Context: an optimization exercise on an open-source flow, tuned for small area, a short achievable clock period and few clock cycles per item. The choices shown serve that exercise and are no tape-out recipe.
Where RTL was checked, it was by simulation tests only, not by an equivalence proof against the original.

==> flow/design.v <==
module cordicTanh(z0, clk, rst, out, flag);
	input wire clk, rst;
	input wire signed [15:0] z0;
	output wire signed [15:0] out;
	output reg flag;
	reg ld;                      
	reg rot;                     
	reg half;                    
	reg [3:0] sh;                
	reg signed [14:0] z;         
	reg signed [14:0] y;
	reg [13:0] x;                
	wire ext = z0[15] ^ z0[14];            
	wire div = ~(ld | rot | flag);
	wire rot_end = rot & half & (sh == 4'd13);
	wire s = rot ? z[14] : ~y[14];
	wire [13:1] d;
	genvar n;
	generate
		for (n = 1; n <= 13; n = n + 1) begin : dec
			assign d[n] = (sh == n);
		end
	endgenerate
	wire [14:0] K;
	assign K[14:12] = 3'b000;
	assign K[11] = d[1];
	assign K[10] = d[2];
	assign K[9]  = d[3];
	assign K[8]  = d[4];
	assign K[7]  = d[5] | (rot & d[1]);
	assign K[6]  = d[6] | (rot & d[1]);
	assign K[5]  = d[7];
	assign K[4]  = d[8] | (rot & d[2]);
	assign K[3]  = d[9] | (rot & d[1]);
	assign K[2]  = d[10] | (rot & d[2]);
	assign K[1]  = d[11] | (rot & (d[1] | d[2] | d[3])) | (~rot & d[12] & (z[14] ^ y[14]));
	assign K[0]  = rot & (d[3] | d[12] | d[13]);
	wire [13:0] xs = x >> sh;
	wire signed [14:0] ys = y >>> sh;
	wire [14:0] zn, yn;
	wire [13:0] xn;
	addsub #(15, 2) uz(z, K, ~s, zn);
	addsub #(15, 2) uy(y, {1'b0, xs}, s, yn);
	addsub #(14, 2) ux(x, ys[13:0] & {14{rot}}, s, xn);    
	always @(posedge clk) begin
		if (rst) begin
			ld <= 1'b1;
			rot <= 1'b0;
			flag <= 1'b0;
		end else begin
			ld <= flag;
			rot <= (ld & ~ext) | (rot & ~rot_end);
			flag <= (ld & ext) | (div & (sh == 4'd12));
		end
	end
	always @(posedge clk) begin
		half <= rot & ~half;
		if (ld | rot_end)
			sh <= 4'd1;
		else if (~rot | half)
			sh <= sh + 4'd1;
	end
	always @(posedge clk) begin
		if (ld) begin
			z <= ext ? {z0[15], z0[15], 13'h1000} : z0[14:0];
			x <= 14'h1000;
			y <= 15'h0000;
		end else begin
			z <= rot_end ? 15'h0000 : zn;
			y <= yn;
			x <= xn;
		end
	end
	assign out = {z[14], z};
endmodule
module addsub #(parameter N = 15, parameter KIND = 1) (input [N-1:0] a, input [N-1:0] b, input sub, output [N-1:0] out);
	wire [N-1:0] ai = a ^ {N{sub}};
	reg [N-1:0] G, P, Gn, Pn;
	integer l, i;
	always @(*) begin
		G = ai & b;
		P = ai ^ b;
		if (KIND == 3) begin
			for (i = 1; i < N; i = i + 1)
				G[i] = G[i] | (P[i] & G[i-1]);
		end else if (KIND == 2) begin
			for (i = 1; i < N; i = i + 2) begin G[i] = G[i] | (P[i] & G[i-1]); P[i] = P[i] & P[i-1]; end
			for (i = 3; i < N; i = i + 4) begin G[i] = G[i] | (P[i] & G[i-2]); P[i] = P[i] & P[i-2]; end
			for (i = 7; i < N; i = i + 8) begin G[i] = G[i] | (P[i] & G[i-4]); P[i] = P[i] & P[i-4]; end
			for (i = 11; i < N; i = i + 8) begin G[i] = G[i] | (P[i] & G[i-4]); P[i] = P[i] & P[i-4]; end
			for (i = 5; i < N; i = i + 4) begin G[i] = G[i] | (P[i] & G[i-2]); P[i] = P[i] & P[i-2]; end
			for (i = 2; i < N; i = i + 2) begin G[i] = G[i] | (P[i] & G[i-1]); P[i] = P[i] & P[i-1]; end
		end else begin
			for (l = 1; l < N; l = l * 2) begin
				Gn = G; Pn = P;
				for (i = 0; i < N; i = i + 1)
					if ((i / l) % 2 == 1) begin
						Gn[i] = G[i] | (P[i] & G[(i / l) * l - 1]);
						Pn[i] = P[i] & P[(i / l) * l - 1];
					end
				G = Gn; P = Pn;
			end
		end
	end
	assign out = a ^ b ^ {G[N-2:0], 1'b0};
endmodule
==> flow/config.mk <==
export PLATFORM = sky130hd
export DESIGN_NAME = cordicTanh
export DESIGN_NICKNAME = cordicTanh
export VERILOG_FILES = /design/flow/design.v
export SDC_FILE = /design/flow/constraint.sdc
export NUM_CORES = 4
export LEC_CHECK = 0
export ABC_AREA = 0
export CAP_MARGIN = 70
export CORE_MARGIN = 2
export CORE_UTILIZATION = 50
export PLACE_DENSITY = 0.65
export SLEW_MARGIN = 70
export TNS_END_PERCENT = 5
==> flow/constraint.sdc <==
create_clock -name core_clock -period 10.0 [get_ports {clk}]
set_input_delay 2.0000 -clock core_clock [delete_from_list [all_inputs] [get_ports {clk}]]
set_output_delay 2.0000 -clock core_clock [all_outputs]
set_load 0.01 [all_outputs]
standard.sh (not shown) runs the stock make flow with config.mk's settings and CLKGATE_MAP_FILE= SYNTH_SCRIPT=/design/flow/synth_recipe.tcl, a recipe that flattens the netlist after the stock synthesis.
==> flow/flow/run.sh <==
#!/bin/bash
# Standard synthesis, then the standard layout steps with repair_timing
# asked for a larger setup margin and plain buffers on the ports (the SDC
# and clock period are unchanged).
set -eo pipefail
bash standard.sh synth > synth.log 2>&1
bash standard.sh SETUP_SLACK_MARGIN=7 "BUFFER_PORTS_ARGS=-buffer_cell sky130_fd_sc_hd__buf_1" finish > layout.log 2>&1
The first run produced a clean layout.
Testbench counts at the start, summed over its fixed seeds: cycles 77,132, items 2,048.
Then changed:
--- a/flow/config.mk
+++ b/flow/config.mk
@@ -6,9 +6,8 @@
 export NUM_CORES = 4
 export LEC_CHECK = 0
-export ABC_AREA = 0
+export ABC_AREA = 1
 export CAP_MARGIN = 70
 export CORE_MARGIN = 2
-export CORE_UTILIZATION = 50
-export PLACE_DENSITY = 0.65
+export CORE_UTILIZATION = 45
 export SLEW_MARGIN = 70
 export TNS_END_PERCENT = 5
=> Routed wire length goes up by a few percent. Cell area came out lower slightly. Clock-buffer cell count fell by 2. Via count goes up by roughly a tenth. Hold slack degrades by 39 ps. Critical path depth falls by 14. Flip-flop and latch count is unchanged.
Then changed:
--- a/flow/config.mk
+++ b/flow/config.mk
@@ -9,5 +9,6 @@
 export CAP_MARGIN = 70
 export CORE_MARGIN = 2
-export CORE_UTILIZATION = 45
+export CORE_UTILIZATION = 65
+export PLACE_DENSITY = 0.85
 export SLEW_MARGIN = 70
 export TNS_END_PERCENT = 5
Effect: Cell count goes down by 4.2%; die area goes down by 30%; synthesized cell count is unchanged; wire length fell by 5.5%; register-to-register slack gains 40 ps; design area drops by 1.4%; worst hold slack stays flat; worst setup slack improved by 27 ps; clock-buffer cell count stays the same; global-route usage climbs by 8.1 points.
Then changed:
--- a/flow/config.mk
+++ b/flow/config.mk
@@ -9,6 +9,7 @@
 export CAP_MARGIN = 70
 export CORE_MARGIN = 2
-export CORE_UTILIZATION = 65
-export PLACE_DENSITY = 0.85
+export CORE_UTILIZATION = 45
+export CTS_CLUSTER_DIAMETER = 300
+export CTS_CLUSTER_SIZE = 64
 export SLEW_MARGIN = 70
 export TNS_END_PERCENT = 5
Outcome: Worst hold slack is about the same. Count of clock-buffer cells in the layout does not change. Via count went down by about 1.5%.
Then changed:
--- a/flow/config.mk
+++ b/flow/config.mk
@@ -9,7 +9,6 @@
 export CAP_MARGIN = 70
 export CORE_MARGIN = 2
-export CORE_UTILIZATION = 45
-export CTS_CLUSTER_DIAMETER = 300
-export CTS_CLUSTER_SIZE = 64
+export CORE_UTILIZATION = 55
+export PLACE_DENSITY = 0.75
 export SLEW_MARGIN = 70
 export TNS_END_PERCENT = 5
What happened: Sequential share of layout area grows by 0.62 points; synthesized cell count stays the same; count of clock-buffer cells in the layout grows by 1; core utilization grows by 10 points; wire length shrinks by 4.9%; final cell count shrinks by 4.9%; cell area shrinks by 3.3%; worst hold slack barely changes; setup slack improved by 18 ps; global-route usage grows by 3.4 points.

* * *

## build 59
// cordicTanh: RTL as listed in full above, without the edits since
Settings: LEC_CHECK=0, ABC_AREA=1, CAP_MARGIN=70, CORE_MARGIN=2, CORE_UTILIZATION=50, PLACE_DENSITY=0.65, SLEW_MARGIN=70, TNS_END_PERCENT=100; clock period 10.0 ns.
Scripts as last shown in full above: flow/flow/run.sh
Build 59 has completed all stages; timing, DRC and antenna checks passed.
Testbench counts of build 59, summed over its fixed seeds: cycles 77,132, items 2,048.
The following lists how build 6 was set up differently from build 59:
Settings: changing TNS_END_PERCENT from 100 to 5.
## What came out
- In build 6 relative to build 59, met3 wire length had gone down by more than 10%.
- Note that the number of ordinary and repair buffers in the finished layout recorded for build 6 amounts to 0.904 times the value seen in build 59.
- Cell count (build 6 over build 59): decrease, 5
- Per the comparison of build 6 with build 59, final area saw a decrease; least setup slack across all paths after layout saw little to no change; wire length decreased 1.7%.
- In build 6, post-synthesis to final-layout area growth is lower than in build 59.
Relative to build 6, the following input files were edited for build 70:
Settings: CAP_MARGIN now 40, was 70; SLEW_MARGIN now 40, was 70.
### Flow results
The final cycle utilization of the critical path of build 70 and that of build 6 are within noise of each other. Sum of routed wire length over all layers: build 70 vs build 6 up 650 µm. Build 70 vs build 6, area of all placed cells without fillers went up by about 5%.
Setup changes, build 70 to build 79
Settings: PLACE_DENSITY no longer set, was 0.65; CORE_UTILIZATION now 45, was 50; SLEW_MARGIN now 70, was 40; CAP_MARGIN now 70, was 40.
--- a/flow/flow/run.sh
+++ b/flow/flow/run.sh
@@ -5,3 +5,3 @@
 set -eo pipefail
 bash standard.sh synth > synth.log 2>&1
-bash standard.sh SETUP_SLACK_MARGIN=7 "BUFFER_PORTS_ARGS=-buffer_cell sky130_fd_sc_hd__buf_1" finish > layout.log 2>&1
+bash standard.sh SETUP_SLACK_MARGIN=7.15 "BUFFER_PORTS_ARGS=-buffer_cell sky130_fd_sc_hd__buf_1" finish > layout.log 2>&1
Notes after the runs:
Against build 70, build 79 comes in 640 µm higher on detailed-route wire length.
Build 79 vs. build 70: sequential share of layout area went down by 0.85 points.
| area of placed instances | build 79 vs build 70 | about 0.9% higher |
On smallest hold slack: build 79 sits above build 70.
Between build 70 and build 79, post-route cell area increased.
Comparing endpoint required time on the critical path for build 70 and build 79, the smaller number came from build 79.
The clock latency of the later-clocked register in the worst-skew pair number comes out lower for build 70 vs build 79.
Build 79 against build 70: final period demand of the worst path decreased by 59 ps relative to the old numbers; worst setup slack increased by 59 ps relative to the old numbers.
Build 79 vs build 70 — die area rose 1200 µm².
--- input diff build 79..build 98 ---
Settings: putting PLACE_DENSITY at 0.65 where nothing was set; swapping 45 for 50 in CORE_UTILIZATION.
--- a/flow/flow/run.sh
+++ b/flow/flow/run.sh
@@ -5,3 +5,3 @@
 set -eo pipefail
 bash standard.sh synth > synth.log 2>&1
-bash standard.sh SETUP_SLACK_MARGIN=7.15 "BUFFER_PORTS_ARGS=-buffer_cell sky130_fd_sc_hd__buf_1" finish > layout.log 2>&1
+bash standard.sh SETUP_SLACK_MARGIN=7.05 "BUFFER_PORTS_ARGS=-buffer_cell sky130_fd_sc_hd__buf_1" finish > layout.log 2>&1
### Flow results
Non-clock buffer count: build 98 vs build 79 down 35
Via count normalized by instance count (build 98 vs. build 79) increases slightly
Sequential share of layout area: build 98 and build 79 compared, higher one is build 98
For total detailed-routing wirelength, dividing the value from build 79 by the value from build 98 gives 1.07.
[build 98] sum of routed wire segments on met1 fell 400 µm relative to build 79
Total of cells resized after clock tree synthesis: build 98 vs build 79 down 47
From build 79 to build 98, critical path depth did not move at all.
Compared with build 79, global placement routability congestion in build 98 decreased by a few percent.
The inputs of build 77 differ from those of build 98 as listed below.
Settings: CORE_UTILIZATION changed from 50 to 45; CELL_PAD_IN_SITES_GLOBAL_PLACEMENT newly set to 0; CELL_PAD_IN_SITES_DETAIL_PLACEMENT newly set to 0; PLACE_DENSITY removed (was 0.65).
--- a/flow/flow/run.sh
+++ b/flow/flow/run.sh
@@ -5,3 +5,3 @@
 set -eo pipefail
 bash standard.sh synth > synth.log 2>&1
-bash standard.sh SETUP_SLACK_MARGIN=7.05 "BUFFER_PORTS_ARGS=-buffer_cell sky130_fd_sc_hd__buf_1" finish > layout.log 2>&1
+bash standard.sh SETUP_SLACK_MARGIN=7 "BUFFER_PORTS_ARGS=-buffer_cell sky130_fd_sc_hd__buf_1" finish > layout.log 2>&1
==> run notes <==
- Per the final summary, build 98 finished and its layout is clean on timing, DRC and antenna.
- Build 77 ran to completion and came out clean on the timing, DRC and antenna checks.
- Looking at fmax, build 77 sits 1.3% below build 98.
- Utilization build 98 -> build 77: down
- Build 98 → build 77: first-iteration DRC count moved down, effective utilization at floorplan moved down, global-route usage moved down.
- Met2 routing resource usage after global routing, build 98 and build 77: larger value in build 98

* * *

// cordicTanh: RTL as listed in full above, without the edits since
export LEC_CHECK = 0
export ABC_AREA = 1
export CAP_MARGIN = 70
export CORE_MARGIN = 2
export CORE_UTILIZATION = 45
export CTS_BUF_LIST = sky130_fd_sc_hd__clkbuf_16
export SLEW_MARGIN = 70
export TNS_END_PERCENT = 5
create_clock -name core_clock -period 10.0 [get_ports {clk}]
==> flow/flow/run.sh <==
#!/bin/bash
# Standard synthesis, then the standard layout steps with repair_timing
# asked for a larger setup margin and plain buffers on the ports (the SDC
# and clock period are unchanged).
set -eo pipefail
bash standard.sh synth > synth.log 2>&1
bash standard.sh SETUP_SLACK_MARGIN=7 "BUFFER_PORTS_ARGS=-buffer_cell sky130_fd_sc_hd__buf_1" finish > layout.log 2>&1
Testbench counts at the start, summed over its fixed seeds: cycles 77,132, items 2,048.
Then changed:
Settings changed: CAP_MARGIN 70 to 20, CORE_UTILIZATION 45 to 50, CTS_BUF_LIST sky130_fd_sc_hd__clkbuf_16 to not set, PLACE_DENSITY set to 0.65, SLEW_MARGIN 70 to 20.
After rerunning:
- The new run completed with no timing, DRC or antenna violations
- clock-buffer cell count came out higher by 1
- worst setup slack improves by 0.042 ns
- design area hardly moves
- die area came out lower by 9.6%
- critical path depth is unchanged

* * *

P:
Another version of the RTL of cordicTanh (not shown whole).
For scale: ~900 cells after synthesis, ~35 I/O pins.
==> flow/config.mk <==
export PLATFORM = sky130hd
export DESIGN_NAME = cordicTanh
export DESIGN_NICKNAME = cordicTanh
export VERILOG_FILES = /design/flow/design.v
export SDC_FILE = /design/flow/constraint.sdc
export NUM_CORES = 4
export LEC_CHECK = 0
export ABC_AREA = 1
export CAP_MARGIN = 70
export CORE_MARGIN = 2
export CORE_UTILIZATION = 40
export SLEW_MARGIN = 70
==> flow/constraint.sdc <==
create_clock -name core_clock -period 10.0 [get_ports {clk}]
set_input_delay 2.0000 -clock core_clock [delete_from_list [all_inputs] [get_ports {clk}]]
set_output_delay 2.0000 -clock core_clock [all_outputs]
set_load 0.01 [all_outputs]
==> flow/flow/run.sh <==
#!/bin/bash
# Standard synthesis, then the standard layout steps with repair_timing
# asked for a larger setup margin (the SDC and clock period are unchanged).
set -eo pipefail
bash standard.sh synth > synth.log 2>&1
bash standard.sh SETUP_SLACK_MARGIN=7 finish > layout.log 2>&1
Input changes introduced in Q (baseline for comparison: P):
- CAP_MARGIN: 70 -> 20
- SLEW_MARGIN: 70 -> 20
==> flow/run.sh (new file) <==
#!/bin/bash
# synth_recipe.tcl (not shown) runs the flow's synth.tcl, then flattens the netlist and writes it again
# the make line also repeats each setting of config.mk as NAME=value (left out here)
make -C /OpenROAD-flow-scripts/flow DESIGN_CONFIG=/design/flow/config.mk WORK_HOME=/design/flow/orfs CLKGATE_MAP_FILE= SYNTH_SCRIPT=/design/flow/synth_recipe.tcl finish
removed: flow/flow/run.sh
removed: flow/standard.sh
--- outcome ---
Side by side, number of global-route vias before repair turned out lower in Q than in P. Total via count after detailed routing: Q vs P down 377. Against P, Q comes in about 0.8% lower on standard cell area after detailed placement. dfxtp_4 as the master of the slowest instance on the critical path was reported by P, and dfxtp_1 by Q. z[12] as the endpoint of the most critical setup path was reported by Q, and out[14] by P. Delta (Q minus P): number of buffers outside the clock class in the layout decreased by 42 relative to the old numbers; global-route usage went down; fmax has decreased; flip-flop and latch area has decreased; final clock period utilization by the worst path +10 points.
diff inputs: Q => R
- changing CAP_MARGIN from 20 to 90
- changing SLEW_MARGIN from 20 to 90
### Flow results
Stage in which a tool error killed R: global routing.
Taking Q as the reference point, the number of post-CTS setup repair buffers of R rises by 1.
Synthesized-area fraction occupied by and/or/nand/nor cells came out exactly the same in Q and R.
Q and R ended up with roughly the same instance count of the mapped netlist.
Hold-fix buffer count after cts: Q vs R identical
What R reported for total placed cells including tap cells has to be multiplied by 0.814 to get the figure for Q.
Worst setup slack before clock tree synthesis came out lower on R than on Q.
Lower count of cells resized by post-cts repair among Q and R: Q
No run of this note included a check of the RTL's function; only the layout flow was run.

[re-timing with driven ports]
How much do the figures lean on ideal ports? The routed layouts below were timed once more, with nothing changed but the port constraints.
Step 1 sets driving cells, clkbuf_16 on the clock port and buf_2 on the other inputs (assumed; they add their load-dependent delay and slew).
Step 2 also shifts input and output timing later by t, the mid clock arrival at the registers, as if the neighbouring blocks saw the same clock.
a / b / c = ideal ports / drivers / drivers and shift; a / b = the first two.
run | shift t [ns] | setup slack, ns | hold slack, ns | slew at the worst register clock pin (ns)
the first run of note 1 | 0.359 | 6.408 / 6.408 / 6.408 | 0.528 / 0.528 / 0.528 | 0.10 / 0.10
the second run of note 1 | 0.372 | 7.047 / 7.013 / 7.062 | 0.489 / 0.489 / 0.489 | 0.11 / 0.11
the third run of note 1 | 0.344 | 7.073 / 7.039 / 7.064 | 0.488 / 0.488 / 0.488 | 0.11 / 0.11
the fourth run of note 1 | 0.372 | 7.047 / 7.013 / 7.062 | 0.489 / 0.489 / 0.489 | 0.11 / 0.11
the fifth run of note 1 | 0.348 | 7.065 / 7.035 / 7.098 | 0.490 / 0.490 / 0.490 | 0.11 / 0.11
build 59 | 0.354 | 7.082 / 7.045 / 7.104 | 0.484 / 0.484 / 0.484 | 0.11 / 0.11
build 6 | 0.356 | 7.084 / 7.050 / 7.104 | 0.489 / 0.489 / 0.489 | 0.10 / 0.10
build 70 | 0.350 | 7.075 / 7.044 / 6.915 | 0.489 / 0.489 / 0.489 | 0.11 / 0.11
build 79 | 0.381 | 7.134 / 7.101 / 7.093 | 0.497 / 0.497 / 0.497 | 0.12 / 0.12
build 98 | 0.351 | 7.084 / 7.050 / 7.100 | 0.487 / 0.487 / 0.487 | 0.11 / 0.11
build 77 | 0.372 | 7.047 / 7.013 / 7.062 | 0.489 / 0.489 / 0.489 | 0.11 / 0.11
the first run of note 3 | 0.344 | 7.030 / 6.991 / 7.059 | 0.481 / 0.481 / 0.481 | 0.08 / 0.08
the second run of note 3 | 0.352 | 7.072 / 7.035 / 6.896 | 0.483 / 0.483 / 0.483 | 0.11 / 0.11
P | 0.354 | 7.037 / 6.996 / 6.756 | 0.536 / 0.536 / 0.536 | 0.08 / 0.08
Q | 0.356 | 5.990 / 5.990 / 5.990 | 0.540 / 0.540 / 0.540 | 0.09 / 0.09
After both steps every run listed still meets setup and hold. For P, which loses most, drivers alone change the setup slack by -0.041 ns; drivers and shift together by -0.281 ns.
